Background: an optimization exercise with open tools, aiming at small area. Do not read the settings as production practice.
Only simulation tests tie the RTL to the original design; equivalence was not proved.
The flow treats the clock pin as an ideal source, which a real chip does not have.
Power is estimated from default activity; no workload was simulated.

$ cat flow/design.v
`timescale 1ns / 1ps
`default_nettype none
module Debounce #(
    parameter W = 16,
    parameter [W-1:0] TAPS = 16'b1101_0000_0000_1000
) (
    input  wire btn,
    input  wire clk,
    output wire led
);
    localparam [W-1:0] POL = {(W/2){2'b10}};
    reg  [W-1:0] q;
    wire [W-1:0] s = q ^ POL;
    wire low_ones = &s[W-2:0];
    wire fb = ~(^(s & TAPS)) | low_ones;
    wire [W-1:0] s_next = btn ? {s[W-2:0], fb} : {{(W-1){1'b1}}, 1'b0};
    always @(posedge clk) q <= s_next ^ POL;
    assign led = low_ones & s[W-1];
endmodule
`timescale 1ns / 1ps
module edge_generator(input wire clk, input wire rst, input wire signal, output reg out);
    reg sig_p;
    always @(posedge clk) begin
        if (rst) begin
            out <= 1'b0;
            sig_p <= 1'b0;
        end else begin
            out <= signal & ~sig_p;
            sig_p <= signal;
        end
    end
endmodule
`timescale 1ns / 1ps
`default_nettype none
module Calculator(
    input  wire       clk,
    input  wire       load,
    input  wire       step,
    input  wire [3:0] a,
    input  wire [3:0] b,
    input  wire [2:0] op,
    output wire       bin,
    output wire [7:0] v
);
    reg [3:0] x, y, h;
    wire lt = a < b;
    wire is_sub = (op == 3'd5);
    wire       cin   = is_sub & x[0];
    wire [4:0] m_sum = {1'b0, h} + (x[0] ? {1'b0, y} : 5'd0) + {4'b0, cin};
    wire [4:0] d_t   = {h, x[3]};
    wire       d_ge  = d_t >= {1'b0, y};
    wire [4:0] d_r   = d_t - {1'b0, y};
    always @(posedge clk) begin
        if (load) begin
            case (op)
                3'd0: begin x <= a & b;   h <= 4'd0; y <= b; end
                3'd1: begin x <= a | b;   h <= 4'd0; y <= b; end
                3'd2: begin x <= ~a;      h <= 4'd0; y <= b; end
                3'd3: begin x <= a ^ b;   h <= 4'd0; y <= b; end
                3'd4: begin x <= 4'd1;    h <= a;    y <= b; end
                3'd5: begin x <= 4'd1;    h <= a ^ {4{lt}}; y <= b ^ {4{~lt}}; end
                default: begin x <= a;    h <= 4'd0; y <= b; end
            endcase
        end else if (step & op[2]) begin
            if (op != 3'd7) begin
                h <= {m_sum[4] & ~is_sub, m_sum[3:1]};
                x <= {m_sum[0], x[3:1]};
            end else begin
                h <= d_ge ? d_r[3:0] : d_t[3:0];
                x <= {x[2:0], d_ge};
            end
        end
    end
    assign bin = ~op[2];
    assign v = {(op == 3'd7) ? {4{y == 4'd0}} : h, x};
endmodule
module add3(input wire [3:0] i, output reg [3:0] o);
  always @(*) case (i)
    4'd5: o = 4'd8; 4'd6: o = 4'd9; 4'd7: o = 4'd10; 4'd8: o = 4'd11; 4'd9: o = 4'd12;
    default: o = i;
  endcase
endmodule
module val_bcd(input wire [7:0] v, output wire [1:0] hun, output wire [3:0] ten, output wire [3:0] one);
  wire [3:0] c1,c2,c3,c4,c5,c6,c7;
  add3 m1(.i({1'b0,v[7:5]}), .o(c1));
  add3 m2(.i({c1[2:0],v[4]}), .o(c2));
  add3 m3(.i({c2[2:0],v[3]}), .o(c3));
  add3 m4(.i({c3[2:0],v[2]}), .o(c4));
  add3 m5(.i({c4[2:0],v[1]}), .o(c5));
  add3 m6(.i({1'b0,c1[3],c2[3],c3[3]}), .o(c6));
  add3 m7(.i({c6[2:0],c4[3]}), .o(c7));
  assign one = {c5[2:0], v[0]};
  assign ten = {c7[2:0], c5[3]};
  assign hun = {c6[3], c7[3]};
endmodule
`timescale 1ns / 1ps
`default_nettype none
module bcd_seg(
    input wire [3:0] BCD,
    output reg [7:0] s
);
    always @(*) begin
        case(BCD)
            0: s = 8'b0000_0011;
            1: s = 8'b1001_1111;
            2: s = 8'b0010_0101;
            3: s = 8'b0000_1101;
            4: s = 8'b1001_1001;
            5: s = 8'b0100_1001;
            6: s = 8'b0100_0001;
            7: s = 8'b0001_1111;
            8: s = 8'b0000_0001;
            9: s = 8'b0000_1001;
            10: s = 8'b1111_1101;
            default s = 8'b1111_1111;
        endcase
    end
endmodule
`timescale 1ns / 1ps
`default_nettype none
module op_seg(
    input wire [2:0] OP,
    input wire [1:0] d,
    output wire [7:0] s
);
    reg [31:0] w;
    always @(*) begin
        case(OP)
            0: w = 32'b1111_1111_0001_0001_1101_0101_1000_0101;  
            1: w = 32'b1111_1111_1111_1111_0000_0011_1111_0101;  
            2: w = 32'b1111_1111_1101_0101_1100_0101_1110_0001;  
            3: w = 32'b1111_1111_1001_0001_0000_0011_1111_0101;  
            4: w = 32'b1111_1111_0001_0001_1000_0101_1000_0101;  
            5: w = 32'b1111_1111_0100_1001_1100_0111_1100_0001;  
            6: w = 32'b0011_0011_0001_1011_1110_0011_1110_0001;  
            default: w = 32'b1111_1111_1000_0101_1001_1111_1000_0011;  
        endcase
    end
    assign s = w[{d, 3'b000} +: 8];
endmodule
`timescale 1ns / 1ps
`default_nettype none
module Multi_Driver(
    input  wire clk,
    input  wire rst,
    output wire [1:0] dsel
    );
    reg [9:0] lo;
    reg [1:0] hi;
    reg rst_p;
    wire low_zero = ~|lo[8:0];
    wire lo_last  = lo[9] & low_zero;     
    wire m_zero   = ~lo[9] & low_zero & ~hi[1] & ~hi[0];
    wire fb       = lo[9] ^ lo[6] ^ low_zero;
    always @(posedge clk) begin
        rst_p <= rst;
        if (rst_p) begin
            lo <= 10'd1;                  
            hi <= 2'd0;
        end else begin
            lo <= {lo[8:0], fb};
            hi <= hi + {1'b0, lo_last};
        end
    end
    assign dsel = m_zero ? 2'd3 : hi;
endmodule
`timescale 1ns / 1ps
`default_nettype none
module Calculator_top(
    input wire [3:0] a,
    input wire [3:0] b,
    input wire clk,
    input wire rst,
    input wire enter,
    input wire back,
    input wire up,
    input wire down,
    output wire [3:0] an,
    output wire [7:0] seg,
    output reg bin_ind
);
    wire up_d, down_d, enter_d, back_d, rst_d;
    Debounce dd(.btn(down),  .clk(clk), .led(down_d));
    Debounce ud(.btn(up),    .clk(clk), .led(up_d));
    Debounce ed(.btn(enter), .clk(clk), .led(enter_d));
    Debounce bd(.btn(back),  .clk(clk), .led(back_d));
    Debounce rd(.btn(rst),   .clk(clk), .led(rst_d));
    wire DOWN, UP, BACK, ENTER;
    edge_generator de(.clk(clk), .rst(rst_d), .signal(down_d),  .out(DOWN));
    edge_generator ue(.clk(clk), .rst(rst_d), .signal(back_d),  .out(BACK));
    edge_generator be(.clk(clk), .rst(rst_d), .signal(up_d),    .out(UP));
    edge_generator ee(.clk(clk), .rst(rst_d), .signal(enter_d), .out(ENTER));
    localparam [4:0] S_IDLE = 5'd0, S_RES = 5'd1, S_OP = 5'd2, S_CONV0 = 5'd5;
    reg [4:0] st;
    wire conv      = |st[4:2];
    wire conv_frst = ~st[4] & ~st[3] & st[2] & ~st[1];
    wire conv_last = &st;
    wire idle      = ~conv & ~st[1] & ~st[0];
    wire res       = ~conv & ~st[1] & st[0];
    reg [2:0] op;
    reg [1:0] result_neg;
    reg [10:0] r;                 
    localparam [3:0] D_ZERO = 4'd8, D_RES = 4'd9;
    reg [3:0] dcode, dcode2;
    wire       c_bin;
    wire [7:0] c_val;
    wire calc_step = ~st[4] & st[3] & ~st[2];    
    Calculator calc(.clk(clk), .load(conv_frst), .step(calc_step),
                    .a(a), .b(b), .op(op), .bin(c_bin), .v(c_val));
    always @(posedge clk) begin
        if (op == 3'd5 && a < b) begin
            result_neg[0] <= 1'b1;
            result_neg[1] <= (b - a) >= 4'd10;
        end
        if (rst_d) begin
            op <= 3'd0;
            st <= S_IDLE;
            result_neg <= 2'b0;
            dcode <= D_ZERO;
        end else if (conv) begin
            bin_ind <= ~(op >= 3'd5);
            dcode <= {1'b0, op};
            if (conv_last) begin
                st <= S_RES;
                r <= {result_neg[0], result_neg[1], c_bin, c_val};
                if (result_neg[0]) result_neg <= 2'b0;
            end else begin
                st <= st + 5'd1;
            end
        end else if (idle) begin
            dcode <= D_ZERO;
            op <= 3'd0;
            if (ENTER) st <= S_CONV0;
            else if (UP | DOWN) st <= S_OP;
        end else if (res) begin
            result_neg <= 2'b0;
            dcode <= D_RES;
            if (BACK) st <= S_IDLE;
            else if (ENTER) st <= S_CONV0;
            else if (UP | DOWN) begin
                st <= S_OP;
                op <= 3'd0;
            end
        end else begin
            result_neg <= 2'b0;
            dcode <= {1'b0, op};
            if (ENTER) st <= S_CONV0;
            else if (BACK) st <= S_RES;
            if (UP) op <= op + 3'd1;
            else if (DOWN) op <= op - 3'd1;
        end
        dcode2 <= dcode;
    end
    wire [1:0] dsel;
    Multi_Driver md(.clk(clk), .rst(rst_d), .dsel(dsel));
    assign an = ~(4'b0001 << dsel);
    wire [1:0] hun; wire [3:0] ten, one;
    val_bcd conv_bcd(.v(r[7:0]), .hun(hun), .ten(ten), .one(one));
    wire rbin = r[8];
    wire [3:0] d_ten = rbin ? {3'b0, r[1]} : ten;
    wire [3:0] d_one = rbin ? {3'b0, r[0]} : one;
    reg [3:0] dig;
    always @(*) begin
        if (r[10]) begin
            case (dsel)
                2'd0: dig = d_one;
                2'd1: dig = r[9] ? d_ten : 4'd10;
                2'd2: dig = r[9] ? 4'd10 : 4'd15;
                default: dig = 4'd15;
            endcase
        end else begin
            case (dsel)
                2'd0: dig = d_one;
                2'd1: dig = d_ten;
                2'd2: dig = rbin ? {3'b0, r[2]} : {2'b0, hun};
                default: dig = rbin ? {3'b0, r[3]} : 4'd0;
            endcase
        end
    end
    wire [7:0] res_seg, name_seg;
    bcd_seg bs(.BCD(dig), .s(res_seg));
    op_seg os(.OP(dcode2[2:0]), .d(dsel), .s(name_seg));
    assign seg = ~dcode2[3] ? name_seg :
                 dcode2[0]  ? res_seg  : 8'b0000_0011;
endmodule
$ cat flow/flow/run.sh
#!/bin/bash
# Standard layout, except that:
#  - the combinational logic of the standard synthesis is re-mapped for area
#    by yosys/abc (flip-flops kept as they are) before floorplanning; four
#    abc runs (two seeds, two mappers), the smallest is kept, and nor2b_1
#    cells that invert the same net share one inverter (flow/fixinv.py);
#  - ports are buffered with buf_1;
#  - the clock tree is built by flow/mycts.tcl (root buffer and leaf buffers
#    over k-means clusters of flip-flops); if that fails, CTS runs with the
#    options in flow/cts_args.
set -u
HERE=$(pwd)
F=$HERE/flow
RES=$HERE/orfs/results/$FLOW_PLATFORM/Calculator_top/base
LIB=$FLOW_HOME/platforms/$FLOW_PLATFORM/lib/sky130_fd_sc_hd__tt_025C_1v80.lib
YOSYS=$(command -v yosys || echo /OpenROAD-flow-scripts/tools/install/yosys/bin/yosys)

bash standard.sh synth > std_synth.log 2>&1 || { echo "standard synth failed"; exit 1; }
cp $RES/1_2_yosys.v $HERE/std_1_2_yosys.v

# combinational cell models for the re-mapping
$YOSYS -q -p "read_liberty -ignore_miss_func $LIB; write_verilog -noattr $HERE/cells_all.v" > cells.log 2>&1
python3 $F/combcells.py $HERE/cells_all.v $HERE/combcells.v > combcells.log 2>&1

for S in 0 1 2 3; do
  if [ $S -lt 2 ]; then
    echo "strash; &get -n; &deepsyn -T 60 -S $S; &put; strash; dch -f; amap; topo" > $HERE/area$S.abc
  else
    echo "strash; &get -n; &deepsyn -T 60 -S $((S - 2)); &put; strash; &get -n; &dch -f; &nf -a -R 1000; &put" > $HERE/area$S.abc
  fi
  cat > $HERE/resyn$S.ys <<EOS
read_liberty -lib $LIB
read_verilog -defer $HERE/std_1_2_yosys.v
hierarchy -top $FLOW_TOP
techmap -map $HERE/combcells.v
techmap
opt -purge
abc -liberty $LIB -dont_use *probe* -dont_use *lpflow* -script $HERE/area$S.abc
opt_clean -purge
hilomap -singleton -hicell sky130_fd_sc_hd__conb_1 HI -locell sky130_fd_sc_hd__conb_1 LO
insbuf -buf sky130_fd_sc_hd__buf_4 A X
check -assert -mapped
tee -o $HERE/resyn${S}_stat.txt stat -liberty $LIB
write_verilog -noattr -nohex -nodec $HERE/resyn${S}_1_2_yosys.v
EOS
  ( $YOSYS -s $HERE/resyn$S.ys > resyn$S.log 2>&1 && python3 $F/sameregs.py $HERE/std_1_2_yosys.v $HERE/resyn${S}_1_2_yosys.v > sameregs$S.log 2>&1 && touch $HERE/resyn$S.ok ) &
done
wait

BEST=""; BESTA=""
for S in 0 1 2 3; do
  [ -f $HERE/resyn$S.ok ] || continue
  A=$(grep -i "chip area" $HERE/resyn${S}_stat.txt | awk '{print $NF}')
  echo "seed $S: $A"
  if [ -z "$BEST" ] || python3 -c "import sys; sys.exit(0 if $A < $BESTA else 1)"; then BEST=$S; BESTA=$A; fi
done
if [ -n "$BEST" ]; then
  # share the inversions of nor2b_1 cells, if yosys proves the result equivalent
  python3 $F/fixinv.py $HERE/resyn${BEST}_1_2_yosys.v $HERE/fixinv_1_2_yosys.v > fixinv.log 2>&1
  cat > $HERE/fixinv_eq.ys <<EOS
read_verilog $HERE/resyn${BEST}_1_2_yosys.v
rename $FLOW_TOP gold
read_verilog $HERE/fixinv_1_2_yosys.v
rename $FLOW_TOP gate
read_verilog $HERE/cells_all.v
hierarchy -check
flatten
proc
opt_clean
equiv_make gold gate equiv
hierarchy -top equiv
equiv_simple -seq 2
equiv_induct
equiv_status -assert
EOS
  if $YOSYS -s $HERE/fixinv_eq.ys > fixinv_eq.log 2>&1 && python3 $F/sameregs.py $HERE/std_1_2_yosys.v $HERE/fixinv_1_2_yosys.v >> fixinv.log 2>&1; then
    cp $HERE/fixinv_1_2_yosys.v $HERE/resyn${BEST}_1_2_yosys.v
    echo "shared inversions: $(head -1 fixinv.log)"
  fi
  cp $HERE/resyn${BEST}_1_2_yosys.v $RES/1_2_yosys.v
  rm -f $RES/1_synth.odb $RES/1_synth.sdc
  echo "using the re-mapped netlist of seed $BEST ($BESTA)"
else
  echo "re-mapping failed; keeping the standard netlist"
fi
bash standard.sh "BUFFER_PORTS_ARGS=-buffer_cell sky130_fd_sc_hd__buf_1" place > std_place.log 2>&1 || { echo "standard place failed"; exit 1; }
# clock tree built by flow/mycts.tcl; CTS itself only sees the port's net
if ! bash standard.sh "PRE_CTS_TCL=$F/mycts.tcl" "CTS_ARGS=-clk_nets clk -dont_use_dummy_load -buf_list sky130_fd_sc_hd__clkbuf_8" cts > std_cts.log 2>&1; then
  echo "hand-built clock tree failed; using CTS"
  bash standard.sh clean_cts > std_clean_cts.log 2>&1
  bash standard.sh "CTS_ARGS=$(cat $F/cts_args)" cts > std_cts2.log 2>&1 || { echo "standard cts failed"; exit 1; }
fi
bash standard.sh finish > std_finish.log 2>&1 || { echo "standard finish failed"; exit 1; }
test -f out/final.def
$ cat flow/flow/combcells.py
import re, sys
s = open(sys.argv[1]).read()
keep = [b for b, n in re.findall(r'(module (\S+)\(.*?endmodule\n)', s, re.S)
        if 'always' not in b and 'reg ' not in b]
open(sys.argv[2], 'w').write('\n'.join(keep))
print(len(keep), "combinational cell models")
$ cat flow/flow/cts_args
-sink_clustering_enable -repair_clock_nets -dont_use_dummy_load -buf_list sky130_fd_sc_hd__clkbuf_8 -sink_clustering_size 30 -sink_clustering_max_diameter 100
$ cat flow/flow/fixinv.py
# Where several nor2b_1 cells invert the same net, inverts that net once
# (inv_1) and makes those cells nor2_1: nor2b(A, B_N) = nor2(A, ~B_N).
import re, sys, collections
src = open(sys.argv[1]).read()
pat = re.compile(r'(  sky130_fd_sc_hd__nor2b_1 (\S+) \((.*?)\);\n)', re.S)
uses = collections.Counter()
for whole, name, body in pat.findall(src):
    m = re.search(r'\.B_N\(([^()]*)\)', body)
    uses[m.group(1).strip()] += 1
shared = {n: i for i, n in enumerate(sorted(n for n, c in uses.items() if c >= 2))}
def repl(m):
    whole, name, body = m.group(1), m.group(2), m.group(3)
    b = re.search(r'\.B_N\(([^()]*)\)', body).group(1).strip()
    if b not in shared:
        return whole
    body = re.sub(r'\.B_N\([^()]*\)', '.B(fixinv_n%d)' % shared[b], body)
    return '  sky130_fd_sc_hd__nor2_1 %s (%s);\n' % (name, body)
out = pat.sub(repl, src)
extra = ''.join('  wire fixinv_n%d;\n  sky130_fd_sc_hd__inv_1 fixinv_i%d (\n    .A(%s),\n    .Y(fixinv_n%d)\n  );\n'
                % (i, i, n + (' ' if n.startswith('\\') else ''), i) for n, i in shared.items())
k = out.rindex('endmodule')
out = out[:k] + extra + out[k:]
open(sys.argv[2], 'w').write(out)
print(len(shared), 'shared inversions,', sum(uses[n] for n in shared), 'cells changed')
$ cat flow/flow/mycts.tcl
# PRE_CTS hook: builds a two-level clock tree by hand. The clock port drives
# one root buffer, which drives NLEAF leaf buffers; the flip-flops are split
# among the leaves by location (k-means), so every flip-flop sees the same
# two buffers between the port and its clock pin. clock_tree_synthesis is
# then limited to the port's net, which has a single sink, so it adds nothing.
set per_leaf 16
set bufname sky130_fd_sc_hd__clkbuf_8
set rootname sky130_fd_sc_hd__clkbuf_8
set block [ord::get_db_block]
set db [ord::get_db]
set master [$db findMaster $bufname]
set rmaster [$db findMaster $rootname]
set clk [$block findNet clk]

set sinks {}
foreach it [$clk getITerms] {
  if {[$it isInputSignal]} { lappend sinks $it }
}
set n [llength $sinks]
set k [expr {int(ceil(double($n) / $per_leaf))}]
puts "mycts: $n clock sinks, $k leaf buffers"

proc loc {it} {
  set inst [$it getInst]
  set b [$inst getBBox]
  return [list [expr {([$b xMin] + [$b xMax]) / 2}] [expr {([$b yMin] + [$b yMax]) / 2}]]
}
set pts {}
foreach it $sinks { lappend pts [loc $it] }

# k-means, seeded with sinks spread along the sorted x order
set order [lsort -integer -indices [lmap p $pts {lindex $p 0}]]
set cent {}
for {set c 0} {$c < $k} {incr c} {
  set idx [lindex $order [expr {int(($c + 0.5) * $n / $k)}]]
  lappend cent [lindex $pts $idx]
}
# k-means: each sink joins its nearest centre
for {set iter 0} {$iter < 50} {incr iter} {
  set assign {}
  for {set i 0} {$i < $n} {incr i} {
    lassign [lindex $pts $i] x y
    set best 0; set bd -1
    for {set c 0} {$c < $k} {incr c} {
      lassign [lindex $cent $c] cx cy
      set d [expr {($x - $cx) * ($x - $cx) + ($y - $cy) * ($y - $cy)}]
      if {$bd < 0 || $d < $bd} { set bd $d; set best $c }
    }
    lappend assign $best
  }
  set newcent {}
  for {set c 0} {$c < $k} {incr c} {
    set sx 0; set sy 0; set m 0
    for {set i 0} {$i < $n} {incr i} {
      if {[lindex $assign $i] == $c} {
        lassign [lindex $pts $i] x y
        incr sx $x; incr sy $y; incr m
      }
    }
    if {$m > 0} { lappend newcent [list [expr {$sx / $m}] [expr {$sy / $m}]] } else { lappend newcent [lindex $cent $c] }
  }
  set cent $newcent
}

# root buffer at the centre of the leaves
set rx 0; set ry 0
foreach c $cent { incr rx [lindex $c 0]; incr ry [lindex $c 1] }
set rx [expr {$rx / $k}]; set ry [expr {$ry / $k}]
set root [odb::dbInst_create $block $rmaster "clkroot_buf"]
set rootnet [odb::dbNet_create $block "clkroot_net"]
$rootnet setSigType CLOCK
[$root findITerm A] connect $clk
[$root findITerm X] connect $rootnet
$root setLocation $rx $ry
$root setPlacementStatus PLACED

for {set c 0} {$c < $k} {incr c} {
  set m [llength [lsearch -all -exact $assign $c]]
  puts "mycts: leaf $c has $m sinks"
  if {$m == 0} continue
  set leaf [odb::dbInst_create $block $master "clkleaf_buf_$c"]
  set leafnet [odb::dbNet_create $block "clkleaf_net_$c"]
  $leafnet setSigType CLOCK
  [$leaf findITerm A] connect $rootnet
  [$leaf findITerm X] connect $leafnet
  lassign [lindex $cent $c] cx cy
  $leaf setLocation $cx $cy
  $leaf setPlacementStatus PLACED
  for {set i 0} {$i < $n} {incr i} {
    if {[lindex $assign $i] == $c} {
      set it [lindex $sinks $i]
      $it disconnect
      $it connect $leafnet
    }
  }
}
set_propagated_clock [all_clocks]
puts "mycts: done"
$ cat flow/flow/sameregs.py
# Checks that two netlists have the same sequential cell instances (name and type).
import re, sys
def regs(p):
    s = open(p).read()
    return sorted(re.findall(r'\b(sky130_fd_sc_hd__(?:e?df\w+|sdf\w+|dl\w+))\s+(\\?\S+)\s*\(', s))
a, b = regs(sys.argv[1]), regs(sys.argv[2])
print(len(a), len(b))
sys.exit(0 if a == b and len(a) > 0 else 1)
$ cat flow/standard.sh
#!/bin/bash
# synth_recipe.tcl (not shown) runs the flow's synth.tcl, then flattens the netlist and writes it again
# the make line also repeats each setting of config.mk as NAME=value (left out here)
make -C /OpenROAD-flow-scripts/flow DESIGN_CONFIG=/design/flow/config.mk WORK_HOME=/design/flow/orfs CLKGATE_MAP_FILE= SYNTH_SCRIPT=/design/flow/synth_recipe.tcl "${@:-finish}"
$ cat flow/config.mk
export PLATFORM = sky130hd
export DESIGN_NAME = Calculator_top
export DESIGN_NICKNAME = Calculator_top
export VERILOG_FILES = /design/flow/design.v
export SDC_FILE = /design/flow/constraint.sdc
export NUM_CORES = 4
export LEC_CHECK = 0
export ABC_AREA = 1
export CAP_MARGIN = 20
export CORE_MARGIN = 2
export CORE_UTILIZATION = 40
export SLEW_MARGIN = 20
$ cat flow/constraint.sdc
create_clock -name core_clock -period 12.0 [get_ports {clk}]
set_input_delay 2.4000 -clock core_clock [delete_from_list [all_inputs] [get_ports {clk}]]
set_output_delay 2.4000 -clock core_clock [all_outputs]
set_load 0.01 [all_outputs]
==> results of run 1 <==
-- report_power, final --
group,internal (mW),total [mW],switching [mW]
combinational,0.104,0.301,0.197
clock,0.0752,0.205,0.130
sequential,0.541,0.576,0.0347
total,0.721,1.08,0.362
-- worst paths after layout --
check	end	depth (start not counted)	startpoint	slack, ns
setup / recovery	seg[1]	17	md.lo[1]$_SDFF_PP0_	5.30
hold reg to reg	dcode2[2]$_DFF_P_	0	dcode[2]$_SDFF_PP0_	0.34
hold / removal	dcode2[2]$_DFF_P_	0	dcode[2]$_SDFF_PP0_	0.34
setup reg to reg	calc.h[2]$_DFFE_PP_	15	op[2]$_SDFFE_PP0P_	8.71
-- per-stage QoR --
| step | hold WS, ns | worst slack, ns |
|---|---|---|
| 5_1_grt | 0.3432 | 4.927 |
| 4_1_cts | 0.3385 | 5.333 |
| 3_3_place_gp | 0.3107 | 5.914 |
| 2_1_floorplan | 0.3096 | 6.533 |
| 3_5_place_dp | 0.3157 | 5.803 |
| 6_report | 0.3372 | 5.298 |
-- cells in the final DEF (no fill, tap or decap), types with 3 or more instances in the layout --
cell,count
sky130_fd_sc_hd__nor2_1,167
sky130_fd_sc_hd__dfxtp_1,119
sky130_fd_sc_hd__clkinv_1,79
sky130_fd_sc_hd__nand2_1,59
sky130_fd_sc_hd__a21oi_1,39
sky130_fd_sc_hd__o21ai_0,31
sky130_fd_sc_hd__buf_1,25
sky130_fd_sc_hd__edfxtp_1,24
sky130_fd_sc_hd__nor3_1,23
sky130_fd_sc_hd__a211oi_1,14
sky130_fd_sc_hd__nand4_1,10
sky130_fd_sc_hd__clkbuf_8,10
sky130_fd_sc_hd__nor2b_1,9
sky130_fd_sc_hd__o22ai_1,8
sky130_fd_sc_hd__nand3_1,6
sky130_fd_sc_hd__o31ai_1,6
sky130_fd_sc_hd__o211ai_1,6
sky130_fd_sc_hd__o21a_1,6
sky130_fd_sc_hd__a2111oi_0,5
sky130_fd_sc_hd__nor4_1,4
sky130_fd_sc_hd__nand4b_1,4
sky130_fd_sc_hd__nor3b_1,4
sky130_fd_sc_hd__a221oi_1,4
sky130_fd_sc_hd__o22a_1,4
sky130_fd_sc_hd__o32ai_1,4
sky130_fd_sc_hd__or2_0,3
sky130_fd_sc_hd__or4_1,3
sky130_fd_sc_hd__o221ai_1,3
sky130_fd_sc_hd__a31oi_1,3
sky130_fd_sc_hd__or3_1,3
-- final cells by class --
class                   count  area, um^2
repair buffers             27       108.9
plain buffers              10       137.6
multi-input cells         450        2305
flip-flops and latches    143        3103
well taps                 180       225.2
inverters                  79       296.5
fillers                  1385        7812
-- state kept, by name, indices dropped and copies added (netlist names), 2 cells and up --
name	count
bd.q	16
dd.q	16
ed.q	16
rd.q	16
ud.q	16
r	11
md.lo	10
st	5
calc.h	4
calc.x	4
calc.y	4
dcode2	4
dcode	4
op	3
md.hi	2
result_neg	2
-- critical path, stage by stage, from the launching register on --
cell and delay [ns]:
sky130_fd_sc_hd__dfxtp_1 0.31, sky130_fd_sc_hd__clkinv_1 0.05, sky130_fd_sc_hd__nand4_1 0.09, sky130_fd_sc_hd__nor4_1 0.32
sky130_fd_sc_hd__clkinv_1 0.18, sky130_fd_sc_hd__o21ai_0 0.45, sky130_fd_sc_hd__clkinv_1 0.26, sky130_fd_sc_hd__nor3_1 0.63
sky130_fd_sc_hd__clkinv_1 0.30, sky130_fd_sc_hd__o21ai_0 0.22, sky130_fd_sc_hd__o21a_1 0.15, sky130_fd_sc_hd__a211oi_1 0.08
sky130_fd_sc_hd__nor2_1 0.17, sky130_fd_sc_hd__o22a_1 0.21, sky130_fd_sc_hd__nor2_1 0.04, sky130_fd_sc_hd__o21ai_0 0.09
sky130_fd_sc_hd__o41a_1 0.17, sky130_fd_sc_hd__buf_1 0.16
-- layer usage --
layer	global-route usage [%]	wire length, um	vias to the layer above
met1	19.47	5625	2202
met4	3.239	260	0
met2	24.91	5347	105
met3	1.847	552	19
li1	-	-	2430
met5	0	0	-
==> metrics list, run 1 <==
* Overall global routing resource usage: 14.48%
* Core area: 13990 um^2
* Placed Cells: 879
* Count of standard-cell rows: 43
* Synthesis-to-finish area growth: 6.586%
- Reported max-cap violation count: 0
* Maximum vdd ir drop: around 81 uV
* Cell area after placement: approximately 6000 um^2
- Final setup violating endpoints: 0
* Detailed Route Iter0 Violations: 431
* Sum Neg Setup Slack: 0 ns
* Remaining global-route overflow: 0
- DRC violations left: 0
- Routed length per instance: 13.26 um
- Once the clock tree was built, the setup fixing pass inserted 0 buffers.
- Weighted congestion at the end of routability-driven global placement: 0.8998
- For this configuration, the core starts out at a cell density of 41.42%.
* Timing-limited maximum frequency: 0.1492 GHz
- Post-Synthesis Mean Instance Area: 8.471 um^2
- Detail-routed via count per cell: 5.350
- The synthesized netlist occupies a cell area of 5794 um^2.
* Overall Power: 1.083 mW
- Entering global routing, the biggest net connects 21 pins.
- CP Launch Type: register
* Static leakage power: around 2.2 nW
- For this run, the share of the core covered by cells in the final layout is 44.15%.
* Slew Limit Headroom: 42.71%
- Clock insertion delay at the later pin of the skew report: 0.40 ns
* Boundary Pins: 27
* Total iterations of the first detailed-routing run: 5
* Horiz. Die Dim: ~120 um
- The number of global-route vias before repair is 4455.
* Global-route wire length before repair: approximately 20000 um
- The count of nets left with antenna violations once routing finished came out at 0.
- Routed Wire Length: around 12000 um
- The min-delay analysis places its worst path in the category reg -> reg.
* Warnings from Yosys: 8
* Vias: ~4800
- In the synthesized netlist, the number of instances is 684.
- Number of max-slew violations in the final report: 0
* Crit-path max FO: 6
- Number of hold buffers added after cts: 0
- Data on the critical path arrives at its endpoint at 4.30 ns.
- Die area: 15460 um^2
* CP required: 9.60 ns
- Setup repair after global routing left no endpoint under its margin.
* Clock slew at the register clock pins of the worst setup and hold paths: 0.11 ns
- Slew at the pin with the worst max-slew slack: 0.8562 ns
* Final standard cell count with taps included and fillers excluded: just under 900
- During placement, the flow inserted port buffers numbering 25.
- In the final design database the tool counted slightly above 700 nets.
* # resized after CTS: 0
* Path type of the worst setup path: reg -> out
- The number of antenna diodes in the final layout is 0.
- Layout cells sized above 1: 1.693%
* Placed wire-length estimate after detailed placement: 9009 um
- Final hold violation count: 0
- Crit end category: output pin
* Initial antenna violation count: 0
- Power per standard cell area: 175.3 nW/um^2
* Outcome: timing/DRC/antenna clean
* Post-layout min period: 6.702 ns
- Share of the clock period used by the worst path after layout: a little under three fifths
- Net count after synthesis: 698
* Worst-case clock skew: 0.03331 ns
- After routing the design area is 6176 um^2.
* Die boundary height: 124.4 um
==> run 2, diff against run 1 <==
--- a/flow/flow/mycts.tcl
+++ b/flow/flow/mycts.tcl
@@ -3,7 +3,7 @@
 # among the leaves by location (k-means), so every flip-flop sees the same
 # two buffers between the port and its clock pin. clock_tree_synthesis is
 # then limited to the port's net, which has a single sink, so it adds nothing.
-set per_leaf 16
+set per_leaf 18
 set bufname sky130_fd_sc_hd__clkbuf_8
 set rootname sky130_fd_sc_hd__clkbuf_8
 set block [ord::get_db_block]
==> run 2 against run 1 <==
Effect of this change:
- sequential cell count did not move
- routed wire length fell by 0.88%
- critical path type unchanged
- total power fell by 0.98%
- highest routed layer unchanged
- largest power group unchanged
- sequential power barely moved
- global-route usage barely moved
- first-iteration DRC count rose by 2.1%
- clock power fell by 4%
- still clean
- critical path depth did not move
- final cell count fell by 0.11%
==> metrics list, run 2 <==
- Outcome: timing/DRC/antenna clean
- Final hold violation count: 0 (unchanged)
* Global-route wire length before repair: 20000 um (about the same)
- The transition at the pin with the smallest max-transition slack was 0.8670 ns (+0.01088 ns).
* Crit-path max FO: 6 (unchanged)
- The required time at the worst-slack endpoint was 9.60 ns (about the same).
* Remaining global-route overflow: 0 (unchanged)
- STA classifies the critical path endpoint as an output pin.
* Final setup margin: 5.282 ns (-0.01665 ns)
* CP Launch Type: register
- Leaving out fill and tap cells, the most frequent cell in the layout is sky130_fd_sc_hd__nor2_1.
- The quantity of gates resized following cts is 0 (unchanged).
* Total inserted antenna cells: 0 (unchanged)
- Net count after synthesis: 698 (unchanged)
- Worst Hold Margin: 0.3376 ns (+0.0003320 ns)
- Maximum vdd ir drop: 102.0 uV (+26%)
- The estimated wirelength of the detail-placed design was 9009 um (unchanged).
* Path type of the worst setup path: reg -> out
- The width of the die is 124.4 um (unchanged).
- The average instance area after synthesis was 8.471 um^2 (unchanged).
- The global-route total usage across every layer came to 14.45% (-0.027 points).
* Hold path depth: 0 (unchanged)
- The clock edge transition at the registers on the reported setup and hold paths was 0.11 ns (about the same).
* Global-route met3 utilization: 1.761% (-0.086 points)
- The standard cell area after detailed placement was 6038 um^2 (unchanged).
- Maximum number of pins on one net before global-route repair: 23 (+9.5%)
- DRC violations left: 0 (unchanged)
- Netlist area before placement: 5794 um^2 (unchanged)
- The met2 usage came to 25.07% (+0.16 points).
* Reported max-cap violation count: 0 (unchanged)
- Detail-routed via count per cell: 5.347 (about the same)
- Slew Limit Headroom: 41.98% (-0.73 points)
- The count of hold-fix buffers inserted at cts is 0 (unchanged).
* Sum Neg Setup Slack: 0 ns (unchanged)
- The total leakage power came to 2.191 nW (-0.33%).
* Initial antenna violation count: 0 (unchanged)
- Vias: 4748 (-0.17%)
* Number of instances in the synthesized netlist: 684 (unchanged)
- Clock insertion delay at the later pin of the skew report: 0.40 ns (about the same)
- The floorplan core area is 13990 um^2 (unchanged).
- Detailed Route Iter0 Violations: 440 (+2.1%)
* Power per standard cell area: 174.0 nW/um^2 (-0.76%)
* RR Startpoint: op[2]$_SDFFE_PP0P_
- Synthesis-to-finish area growth: 6.349%
- Post-layout min period: 6.718 ns (+0.01665 ns)
* RSZ-0062 raised after global routing: false
- The count of endpoints failing setup in the final report was 0 (unchanged).
* Routed Wire Length: 11680 um (-0.88%)
- met2 is the most crowded layer.
- Count of antenna-violating nets left after detailed routing: 0 (unchanged)
- Count of standard-cell rows: 43 (unchanged)
* Data arrival time of the critical path: 4.32 ns (+0.02 ns)
- The global routing usage on met1 is 19.39% (-0.082 points).
- The highest clock frequency the design can meet is 0.1488 GHz (-0.25%).
* Warnings from Yosys: 8 (unchanged)
- The post-detailed-route wirelength per cell is 13.15 um (-0.77%).
- The initial cell density of the core was 41.42% (unchanged).
- Hold path endpoint: dcode2[2]$_DFF_P_
* Number of cells on the worst reg-to-reg path: 15 (unchanged)
- The total setup buffers inserted after CTS came to 0 (unchanged).
- The final number of max-transition violations is 0 (unchanged).
- Tightest Hold Check Type: reg -> reg
- The floorplan die area is 15460 um^2 (unchanged).
- Endpoint of the worst-slack reg-to-reg timing path: calc.h[2]$_DFFE_PP_
- Hold path startpoint: dcode[2]$_SDFF_PP0_
- Total iterations of the first detailed-routing run: 5 (unchanged)
- The final estimated routing congestion in global placement came to 0.8998 (unchanged).
- The setup slack after placement was 5.803 ns (unchanged).
- Layout cells sized above 1: 1.554% (-0.14 points)
* Worst-case clock skew: 0.02753 ns (-0.005775 ns)
- Port-buffer cells: 25 (unchanged)
* Final net count: 724 (-0.14%)
- Top library cells by usage in the layout, fill and taps aside: 167 x sky130_fd_sc_hd__nor2_1, 119 x sky130_fd_sc_hd__dfxtp_1, 79 x sky130_fd_sc_hd__clkinv_1, 59 x sky130_fd_sc_hd__nand2_1, 39 x sky130_fd_sc_hd__a21oi_1
- The final cycle utilization of the critical path is 55.99% (+0.14 points).
- The final non-filler cell area is 6162 um^2 (-0.22%).
- The setup slack on the worst flop-to-flop path is 8.73 ns (+0.02 ns).
- The number of top-level design ports came to 27 (unchanged).
- The die boundary height was 124.4 um (unchanged).
* Via count of the first global-routing pass: 4466 (+0.25%)
-- run 2: layout make-up --
cell class	count	area [um^2]
tap	180	225.2
multi-input combinational	450	2305
inverter	79	296.5
sequential	143	3103
fill	1386	7826
timing repair buffer	27	108.9
buffer	9	123.9
-- run 2: report_power, final --
| part | switching, mW | internal, mW | leakage (nW) |
|---|---|---|---|
| clock | 0.127 | 0.0681 | 0.0647 |
| combinational | 0.196 | 0.104 | 0.940 |
| sequential | 0.0345 | 0.541 | 1.19 |
-- run 2: through the flow --
stage | total power [mW] | cells | util [%]
after floorplan | 0.8231 | 684 | -
after global placement | 0.8773 | 879 | 43.17
after detailed placement | 0.8827 | 879 | 43.17
after CTS | 1.080 | 888 | 44.05
after global routing | 1.145 | 888 | 44.05
final | 1.072 | 888 | 44.05
-- run 2: worst max path at each step --
| stage | from | endpoint | slack, ns | cells past startpoint |
|---|---|---|---|---|
| after CTS | md.lo[1]$_SDFF_PP0_ | seg[1] | 5.33 | 17 |
| final | md.lo[1]$_SDFF_PP0_ | seg[1] | 5.28 | 17 |
| after global routing | md.lo[7]$_SDFF_PP0_ | seg[4] | 4.93 | 18 |
| after global placement | md.lo[1]$_SDFF_PP0_ | seg[1] | 5.91 | 17 |
| after detailed placement | md.lo[1]$_SDFF_PP0_ | seg[1] | 5.80 | 17 |
| after floorplan | md.lo[1]$_SDFF_PP0_ | seg[3] | 6.53 | 18 |
-- run 2: metal layers --
metal / wire length (um) / up-vias
li1: - / 2428
met1: 5548 / 2162
met5: 0 / -
met2: 5286 / 135
met3: 594 / 23
met4: 252 / 0
-- run 2: worst max-delay path, stage by stage, from the launching register on --
cell	delay (ns)
sky130_fd_sc_hd__dfxtp_1	0.32
sky130_fd_sc_hd__clkinv_1	0.05
sky130_fd_sc_hd__nand4_1	0.09
sky130_fd_sc_hd__nor4_1	0.32
sky130_fd_sc_hd__clkinv_1	0.18
sky130_fd_sc_hd__o21ai_0	0.48
sky130_fd_sc_hd__clkinv_1	0.28
sky130_fd_sc_hd__nor3_1	0.64
sky130_fd_sc_hd__clkinv_1	0.30
sky130_fd_sc_hd__o21ai_0	0.21
sky130_fd_sc_hd__o21a_1	0.15
sky130_fd_sc_hd__a211oi_1	0.08
sky130_fd_sc_hd__nor2_1	0.17
sky130_fd_sc_hd__o22a_1	0.21
sky130_fd_sc_hd__nor2_1	0.04
sky130_fd_sc_hd__o21ai_0	0.08
sky130_fd_sc_hd__o41a_1	0.17
sky130_fd_sc_hd__buf_1	0.16

[port drivers added, routing unchanged]
How much do the figures lean on ideal ports? The routed layouts below were timed once more, with nothing changed but the port constraints.
Step 1, drivers: a clkbuf_16 drives clk and a buf_2 each remaining input, both assumed.
Step 2 also shifts input and output timing later by t, the mid clock arrival at the registers, as if the neighbouring blocks saw the same clock.
Slacks: ideal ports / drivers / drivers and shift; pairs: ideal ports / drivers.
run | t, ns | setup slack, ns | slew at the worst register clock pin (ns)
run 1 | 0.413 | 5.298 / 5.267 / 5.680 | 0.11 / 0.11
run 2 | 0.413 | 5.282 / 5.251 / 5.665 | 0.11 / 0.11
After both steps every run listed still meets setup and hold.
